Source: an optimization exercise on an open RTL-to-GDS flow (aim: small area). Production flows keep margins and buffers that such runs may drop. In this exercise RTL edits were held to simulation tests only and were not proved equivalent to the original.

==> indigo: inputs <==
Design hispi_rx, start of the top module:
module hispi_rx(
	input [47:0] data_in,
	output [63:0] data_out,
	output data_valid,
	output frame_start,
	input clk,
	input rst
);
export LEC_CHECK = 0
export ABC_AREA = 1
export CAP_MARGIN = 20
export CORE_MARGIN = 2
export CORE_UTILIZATION = 40
export GPL_TIMING_DRIVEN = 0
export SLEW_MARGIN = 20
export SYNTH_MEMORY_MAX_BITS = 131072
create_clock -name core_clock -period 10.0 [get_ports {clk}]
standard.sh (not shown) runs the stock make flow with config.mk's settings and CLKGATE_MAP_FILE= SYNTH_SCRIPT=/design/flow/synth_recipe.tcl, a recipe that flattens the netlist after the stock synthesis.
==> flow/flow/run.sh <==
#!/bin/bash
# Layout flow: the standard flow (standard.sh) with these changes:
#  - synthesis: ABC maps the logic with area-oriented scripts (flow/abc*.script)
#    instead of ORFS's abc_area.script, and Yosys's extract_fa is skipped.
#    The synthesis is run once per script and the one with the smallest cell
#    area is kept. Registers come out exactly as in the standard synthesis
#    (ABC only maps the logic between them).
#  - CTS: no dummy loads, clkbuf_16 clock buffers, clusters of up to 20 sinks;
#  - port buffers: every input and output port still gets a buffer,
#    sky130_fd_sc_hd__buf_1.
# Each tool's output goes to a log file in this folder (and ORFS's own logs
# under orfs*/logs).
set -euo pipefail
W=$(pwd)
cp config.mk own_config.mk
cat >> own_config.mk <<'MK'
export CTS_ARGS = -sink_clustering_enable -repair_clock_nets -dont_use_dummy_load -buf_list sky130_fd_sc_hd__clkbuf_16 -sink_clustering_size 20 -sink_clustering_max_diameter 100
export BUFFER_PORTS_ARGS = -buffer_cell sky130_fd_sc_hd__buf_1
MK
# own_synth_<n>.tcl: synth_recipe.tcl with ABC script <n> and no extract_fa
mk_synth() {
  cat > "$W/own_synth_$1.tcl" <<TCL
proc abc {args} {
  set i [lsearch -exact \$args -script]
  if { \$i >= 0 } { lset args [expr {\$i + 1}] $W/flow/abc$1.script }
  yosys abc {*}\$args
}
proc extract_fa {args} { puts "extract_fa skipped" }
source $W/synth_recipe.tcl
TCL
}
# own_standard_<n>.sh: standard.sh with that synthesis, in work home $2
mk_std() {
  sed -e "s#SYNTH_SCRIPT=[^ ]*#SYNTH_SCRIPT=$W/own_synth_$1.tcl#" \
      -e "s#DESIGN_CONFIG=[^ ]*#DESIGN_CONFIG=$W/own_config.mk#" \
      -e "s#WORK_HOME=[^ ]*#WORK_HOME=$2#" standard.sh > "own_standard_$1.sh"
  grep -q "SYNTH_SCRIPT=$W/own_synth_$1.tcl" "own_standard_$1.sh"
  grep -q "WORK_HOME=$2 " "own_standard_$1.sh"
}
best=""; best_area=""
for f in flow/abc*.script; do
  n=$(basename "$f" .script); n=${n#abc}
  mk_synth "$n"
  mk_std "$n" "$W/orfs_try$n"
  bash "own_standard_$n.sh" synth > "synth_try$n.log" 2>&1 &
done
wait
for f in flow/abc*.script; do
  n=$(basename "$f" .script); n=${n#abc}
  st="$W/orfs_try$n/reports/sky130hd/hispi_rx/base/synth_stat.txt"
  a=$(grep -m1 "Chip area for module" "$st" | awk '{print $NF}') || continue
  echo "script $n: area $a" >> synth_choice.log
  if [[ -z "$best" ]] || awk -v a="$a" -v b="$best_area" 'BEGIN{exit !(a < b)}'; then
    best=$n; best_area=$a
  fi
done
echo "chosen: script $best ($best_area)" >> synth_choice.log
mk_std "$best" "$W/orfs"
cp "own_standard_$best.sh" own_standard.sh
bash own_standard.sh synth > synth.log 2>&1
bash own_standard.sh finish > finish.log 2>&1
test -f out/final.def
==> flow/flow/abc7.script <==
strash
ifraig
dc2
dch
amap
mfs3 -ae
==> flow/flow/abc8.script <==
strash
dch
amap
mfs3 -ae
==> flow/flow/abc9.script <==
strash
dc2
dc2
dch
amap
mfs3 -ae
Other scripts of this flow, unchanged in this note and not shown: flow/flow/abc1.script, flow/flow/abc2.script, flow/flow/abc3.script, flow/flow/abc4.script, flow/flow/abc5.script, flow/flow/abc6.script
==> inputs of sierra, as changes to indigo <==
--- a/flow/design.v
+++ b/flow/design.v
@@ -70,18 +70,14 @@
 wire [4:0] g1_1 = {r2_1[4] & zero_prefix(d1[59:48], r2_1[3:0]), r2_1[3:0]};
 wire [4:0] g1_2 = {r2_2[4] & zero_prefix(d2[59:48], r2_2[3:0]), r2_2[3:0]};
 wire [4:0] g1_3 = {r2_3[4] & zero_prefix(d3[59:48], r2_3[3:0]), r2_3[3:0]};
 wire [4:0] g0_0 = r1_0, g0_1 = r1_1, g0_2 = r1_2, g0_3 = r1_3;
 reg [3:0] bo0, bo1, bo2, bo3;
-reg [1:0] wo1, wo2, wo3;    
-wire al1 = (wo1 != 2'd3), al2 = (wo2 != 2'd3), al3 = (wo3 != 2'd3);
-wire eq0 = ((({4{g1_0[4]}} & g1_0[3:0]) | ({4{g2_0[4]}} & g2_0[3:0])) == bo0);
-wire a0 = g1_0[4] & eq0;
-wire s0 = g2_0[4] & eq0;
-wire [3:0] gb1 = ({4{g0_1[4]}} & g0_1[3:0]) | ({4{g1_1[4]}} & g1_1[3:0]) | ({4{g2_1[4]}} & g2_1[3:0]);
-wire [3:0] gb2 = ({4{g0_2[4]}} & g0_2[3:0]) | ({4{g1_2[4]}} & g1_2[3:0]) | ({4{g2_2[4]}} & g2_2[3:0]);
-wire [3:0] gb3 = ({4{g0_3[4]}} & g0_3[3:0]) | ({4{g1_3[4]}} & g1_3[3:0]) | ({4{g2_3[4]}} & g2_3[3:0]);
+reg [1:0] wo1, wo2, wo3;
+reg al1, al2, al3;
+wire a0 = g1_0[4] & (g1_0[3:0] == bo0);
+wire s0 = g2_0[4] & (g2_0[3:0] == bo0);
 reg [3:0] state;
 reg ffs;
 reg [4:0] pc;
 reg [31:0] h;
 reg hfs;
@@ -124,13 +120,21 @@
 	r1_0 <= g1_0; r1_1 <= g1_1; r1_2 <= g1_2; r1_3 <= g1_3;
 	if (g0_0[4]) bo0 <= g0_0[3:0];
 	if (g0_1[4]) bo1 <= g0_1[3:0];
 	if (g0_2[4]) bo2 <= g0_2[3:0];
 	if (g0_3[4]) bo3 <= g0_3[3:0];
-	if (a0 && (g0_1[4] | g1_1[4] | g2_1[4]) && gb1 == bo1) wo1 <= {g2_1[4], g1_1[4]};
-	if (a0 && (g0_2[4] | g1_2[4] | g2_2[4]) && gb2 == bo2) wo2 <= {g2_2[4], g1_2[4]};
-	if (a0 && (g0_3[4] | g1_3[4] | g2_3[4]) && gb3 == bo3) wo3 <= {g2_3[4], g1_3[4]};
+	if (a0) begin
+		if (g0_1[4] && g0_1[3:0] == bo1) begin wo1 <= 2'd0; al1 <= 1'b1; end
+		if (g1_1[4] && g1_1[3:0] == bo1) begin wo1 <= 2'd1; al1 <= 1'b1; end
+		if (g2_1[4] && g2_1[3:0] == bo1) begin wo1 <= 2'd2; al1 <= 1'b1; end
+		if (g0_2[4] && g0_2[3:0] == bo2) begin wo2 <= 2'd0; al2 <= 1'b1; end
+		if (g1_2[4] && g1_2[3:0] == bo2) begin wo2 <= 2'd1; al2 <= 1'b1; end
+		if (g2_2[4] && g2_2[3:0] == bo2) begin wo2 <= 2'd2; al2 <= 1'b1; end
+		if (g0_3[4] && g0_3[3:0] == bo3) begin wo3 <= 2'd0; al3 <= 1'b1; end
+		if (g1_3[4] && g1_3[3:0] == bo3) begin wo3 <= 2'd1; al3 <= 1'b1; end
+		if (g2_3[4] && g2_3[3:0] == bo3) begin wo3 <= 2'd2; al3 <= 1'b1; end
+	end
 	case (state)
 		4'd0: if (al1 & al2 & al3) state <= 4'd1;
 		4'd1: if (s0) state <= 4'd2;
 		4'd2: state <= 4'd3;
 		4'd3: state <= 4'd4;
@@ -159,11 +163,12 @@
 	if (rst) begin
 		post_rst <= 2'b01;
 		r2_0[4] <= 1'b0; r2_1[4] <= 1'b0; r2_2[4] <= 1'b0; r2_3[4] <= 1'b0;
 		r1_0[4] <= 1'b0; r1_1[4] <= 1'b0; r1_2[4] <= 1'b0; r1_3[4] <= 1'b0;
 		bo0 <= 4'd0; bo1 <= 4'd0; bo2 <= 4'd0; bo3 <= 4'd0;
-		wo1 <= 2'd3; wo2 <= 2'd3; wo3 <= 2'd3;
+		wo1 <= 2'd0; wo2 <= 2'd0; wo3 <= 2'd0;
+		al1 <= 1'b0; al2 <= 1'b0; al3 <= 1'b0;
 		state <= 4'd0;
 		ffs <= 1'b0;
 		pc <= 5'd0;
 	end
 end
--- a/flow/flow/run.sh
+++ b/flow/flow/run.sh
@@ -3,20 +3,20 @@
 #  - synthesis: ABC maps the logic with area-oriented scripts (flow/abc*.script)
 #    instead of ORFS's abc_area.script, and Yosys's extract_fa is skipped.
 #    The synthesis is run once per script and the one with the smallest cell
 #    area is kept. Registers come out exactly as in the standard synthesis
 #    (ABC only maps the logic between them).
-#  - CTS: no dummy loads, clkbuf_16 clock buffers, clusters of up to 20 sinks;
+#  - CTS: no dummy loads, clkbuf_8 clock buffers;
 #  - port buffers: every input and output port still gets a buffer,
 #    sky130_fd_sc_hd__buf_1.
 # Each tool's output goes to a log file in this folder (and ORFS's own logs
 # under orfs*/logs).
 set -euo pipefail
 W=$(pwd)
 cp config.mk own_config.mk
 cat >> own_config.mk <<'MK'
-export CTS_ARGS = -sink_clustering_enable -repair_clock_nets -dont_use_dummy_load -buf_list sky130_fd_sc_hd__clkbuf_16 -sink_clustering_size 20 -sink_clustering_max_diameter 100
+export CTS_ARGS = -sink_clustering_enable -repair_clock_nets -dont_use_dummy_load -buf_list sky130_fd_sc_hd__clkbuf_8
 export BUFFER_PORTS_ARGS = -buffer_cell sky130_fd_sc_hd__buf_1
 MK
 # own_synth_<n>.tcl: synth_recipe.tcl with ABC script <n> and no extract_fa
 mk_synth() {
   cat > "$W/own_synth_$1.tcl" <<TCL
--- a/flow/config.mk
+++ b/flow/config.mk
@@ -6,9 +6,9 @@
 export NUM_CORES = 4
 export LEC_CHECK = 0
 export ABC_AREA = 1
 export CAP_MARGIN = 20
 export CORE_MARGIN = 2
-export CORE_UTILIZATION = 40
-export GPL_TIMING_DRIVEN = 0
+export CORE_UTILIZATION = 60
+export SETUP_SLACK_MARGIN = 0.3
 export SLEW_MARGIN = 20
 export SYNTH_MEMORY_MAX_BITS = 131072
removed: flow/flow/abc7.script
removed: flow/flow/abc8.script
removed: flow/flow/abc9.script
==> inputs of juniper, as changes to indigo <==
--- a/flow/design.v
+++ b/flow/design.v
@@ -70,12 +70,12 @@
 wire [4:0] g1_1 = {r2_1[4] & zero_prefix(d1[59:48], r2_1[3:0]), r2_1[3:0]};
 wire [4:0] g1_2 = {r2_2[4] & zero_prefix(d2[59:48], r2_2[3:0]), r2_2[3:0]};
 wire [4:0] g1_3 = {r2_3[4] & zero_prefix(d3[59:48], r2_3[3:0]), r2_3[3:0]};
 wire [4:0] g0_0 = r1_0, g0_1 = r1_1, g0_2 = r1_2, g0_3 = r1_3;
 reg [3:0] bo0, bo1, bo2, bo3;
-reg [1:0] wo1, wo2, wo3;    
-wire al1 = (wo1 != 2'd3), al2 = (wo2 != 2'd3), al3 = (wo3 != 2'd3);
+reg [1:0] wo1, wo2, wo3;
+reg al1, al2, al3;
 wire eq0 = ((({4{g1_0[4]}} & g1_0[3:0]) | ({4{g2_0[4]}} & g2_0[3:0])) == bo0);
 wire a0 = g1_0[4] & eq0;
 wire s0 = g2_0[4] & eq0;
 wire [3:0] gb1 = ({4{g0_1[4]}} & g0_1[3:0]) | ({4{g1_1[4]}} & g1_1[3:0]) | ({4{g2_1[4]}} & g2_1[3:0]);
 wire [3:0] gb2 = ({4{g0_2[4]}} & g0_2[3:0]) | ({4{g1_2[4]}} & g1_2[3:0]) | ({4{g2_2[4]}} & g2_2[3:0]);
@@ -124,13 +124,13 @@
 	r1_0 <= g1_0; r1_1 <= g1_1; r1_2 <= g1_2; r1_3 <= g1_3;
 	if (g0_0[4]) bo0 <= g0_0[3:0];
 	if (g0_1[4]) bo1 <= g0_1[3:0];
 	if (g0_2[4]) bo2 <= g0_2[3:0];
 	if (g0_3[4]) bo3 <= g0_3[3:0];
-	if (a0 && (g0_1[4] | g1_1[4] | g2_1[4]) && gb1 == bo1) wo1 <= {g2_1[4], g1_1[4]};
-	if (a0 && (g0_2[4] | g1_2[4] | g2_2[4]) && gb2 == bo2) wo2 <= {g2_2[4], g1_2[4]};
-	if (a0 && (g0_3[4] | g1_3[4] | g2_3[4]) && gb3 == bo3) wo3 <= {g2_3[4], g1_3[4]};
+	if (a0 && (g0_1[4] | g1_1[4] | g2_1[4]) && gb1 == bo1) begin wo1 <= {g2_1[4], g1_1[4]}; al1 <= 1'b1; end
+	if (a0 && (g0_2[4] | g1_2[4] | g2_2[4]) && gb2 == bo2) begin wo2 <= {g2_2[4], g1_2[4]}; al2 <= 1'b1; end
+	if (a0 && (g0_3[4] | g1_3[4] | g2_3[4]) && gb3 == bo3) begin wo3 <= {g2_3[4], g1_3[4]}; al3 <= 1'b1; end
 	case (state)
 		4'd0: if (al1 & al2 & al3) state <= 4'd1;
 		4'd1: if (s0) state <= 4'd2;
 		4'd2: state <= 4'd3;
 		4'd3: state <= 4'd4;
@@ -159,11 +159,12 @@
 	if (rst) begin
 		post_rst <= 2'b01;
 		r2_0[4] <= 1'b0; r2_1[4] <= 1'b0; r2_2[4] <= 1'b0; r2_3[4] <= 1'b0;
 		r1_0[4] <= 1'b0; r1_1[4] <= 1'b0; r1_2[4] <= 1'b0; r1_3[4] <= 1'b0;
 		bo0 <= 4'd0; bo1 <= 4'd0; bo2 <= 4'd0; bo3 <= 4'd0;
-		wo1 <= 2'd3; wo2 <= 2'd3; wo3 <= 2'd3;
+		wo1 <= 2'd0; wo2 <= 2'd0; wo3 <= 2'd0;
+		al1 <= 1'b0; al2 <= 1'b0; al3 <= 1'b0;
 		state <= 4'd0;
 		ffs <= 1'b0;
 		pc <= 5'd0;
 	end
 end
--- a/flow/flow/run.sh
+++ b/flow/flow/run.sh
@@ -3,20 +3,20 @@
 #  - synthesis: ABC maps the logic with area-oriented scripts (flow/abc*.script)
 #    instead of ORFS's abc_area.script, and Yosys's extract_fa is skipped.
 #    The synthesis is run once per script and the one with the smallest cell
 #    area is kept. Registers come out exactly as in the standard synthesis
 #    (ABC only maps the logic between them).
-#  - CTS: no dummy loads, clkbuf_16 clock buffers, clusters of up to 20 sinks;
+#  - CTS: no dummy loads, clkbuf_8 clock buffers;
 #  - port buffers: every input and output port still gets a buffer,
 #    sky130_fd_sc_hd__buf_1.
 # Each tool's output goes to a log file in this folder (and ORFS's own logs
 # under orfs*/logs).
 set -euo pipefail
 W=$(pwd)
 cp config.mk own_config.mk
 cat >> own_config.mk <<'MK'
-export CTS_ARGS = -sink_clustering_enable -repair_clock_nets -dont_use_dummy_load -buf_list sky130_fd_sc_hd__clkbuf_16 -sink_clustering_size 20 -sink_clustering_max_diameter 100
+export CTS_ARGS = -sink_clustering_enable -repair_clock_nets -dont_use_dummy_load -buf_list sky130_fd_sc_hd__clkbuf_8
 export BUFFER_PORTS_ARGS = -buffer_cell sky130_fd_sc_hd__buf_1
 MK
 # own_synth_<n>.tcl: synth_recipe.tcl with ABC script <n> and no extract_fa
 mk_synth() {
   cat > "$W/own_synth_$1.tcl" <<TCL
==> results_dict.tcl <==
set metrics [dict create \
    status "finished clean" \
    nClkBuffers 19 \
    globalRouteMet3Util_pct 5.364 \
    met2_usage_pct 53.98 \
    dpl_cell_area_sq_um 20050 \
    layout_common_cells "nor2_1, dfxtp_1, clkinv_1" \
    fmax_ghz 0.1037 \
    avgSynthCellArea_sq_um 6.951 \
    synth_compound_area_share_pct 32.62 \
]
That was indigo.
==> results_dict.tcl <==
set metrics [dict create \
    status "finished clean" \
    synth_area_leaders "dfxtp_1, nor2_1, clkinv_1, nor3_1, a222oi_1" \
    max_slew_margin_pct 23.47 \
    dpl_cell_area_sq_um 20120 \
    globalRouteMet3Util_pct 6.750 \
    avgSynthCellArea_sq_um 6.869 \
    met2_usage_pct 54.06 \
    critPathTopFamily "compound AO/OA/AOI/OAI gates" \
    layout_common_cells "nor2_1, dfxtp_1, clkinv_1" \
    synth_compound_area_share_pct 31.71 \
    fmax_ghz 0.1041 \
]
That was juniper.
==> results_dict.tcl <==
set metrics [dict create \
    synth_compound_area_share_pct 32.03 \
    yosys_warnings 1 \
    status "finished clean" \
    multi_input_area_share_pct 56.75 \
    final_core_util_pct 68.34 \
    dpl_cell_area_sq_um 20210 \
    layout_common_cells "nor2_1, clkinv_1, dfxtp_1" \
    globalRouteMet3Util_pct 16.23 \
    avgSynthCellArea_sq_um 6.697 \
    fmax_ghz 0.1071 \
    leakage_nw 7.224 \
    synth_mux_area_share_pct 0 \
    met2_usage_pct 67.79 \
]
That was sierra.

[re-timing with driven ports]
The results above use ideal ports. As a check the final layouts listed here were re-extracted and re-timed, cells and wires unchanged.
Step 1, drivers: a clkbuf_16 drives clk and a buf_2 each remaining input, both assumed.
Step 2, shift: input delay + t, output delay - t, t = (earliest + latest rising clock arrival at the registers) / 2. This alone moves slack from input paths to output paths.
a / b / c = ideal / step 1 / step 2; a / b = the first two.
| run | t, ns | setup WS [ns] | hold WS [ns] | clock arrival spread, ns | slew at the worst register clock pin (ns) |
|---|---|---|---|---|---|
| indigo | 0.598 | 0.352 / 0.293 / 0.891 | 0.351 / 0.351 / 0.351 | 0.046 / 0.046 | 0.08 / 0.08 |
| sierra | 0.654 | 0.667 / 0.618 / 1.272 | 0.299 / 0.299 / 0.299 | 0.107 / 0.108 | 0.08 / 0.08 |
| juniper | 0.639 | 0.391 / 0.337 / 0.977 | 0.322 / 0.322 / 0.322 | 0.101 / 0.101 | 0.06 / 0.06 |
After both steps setup and hold are still met in every run listed.
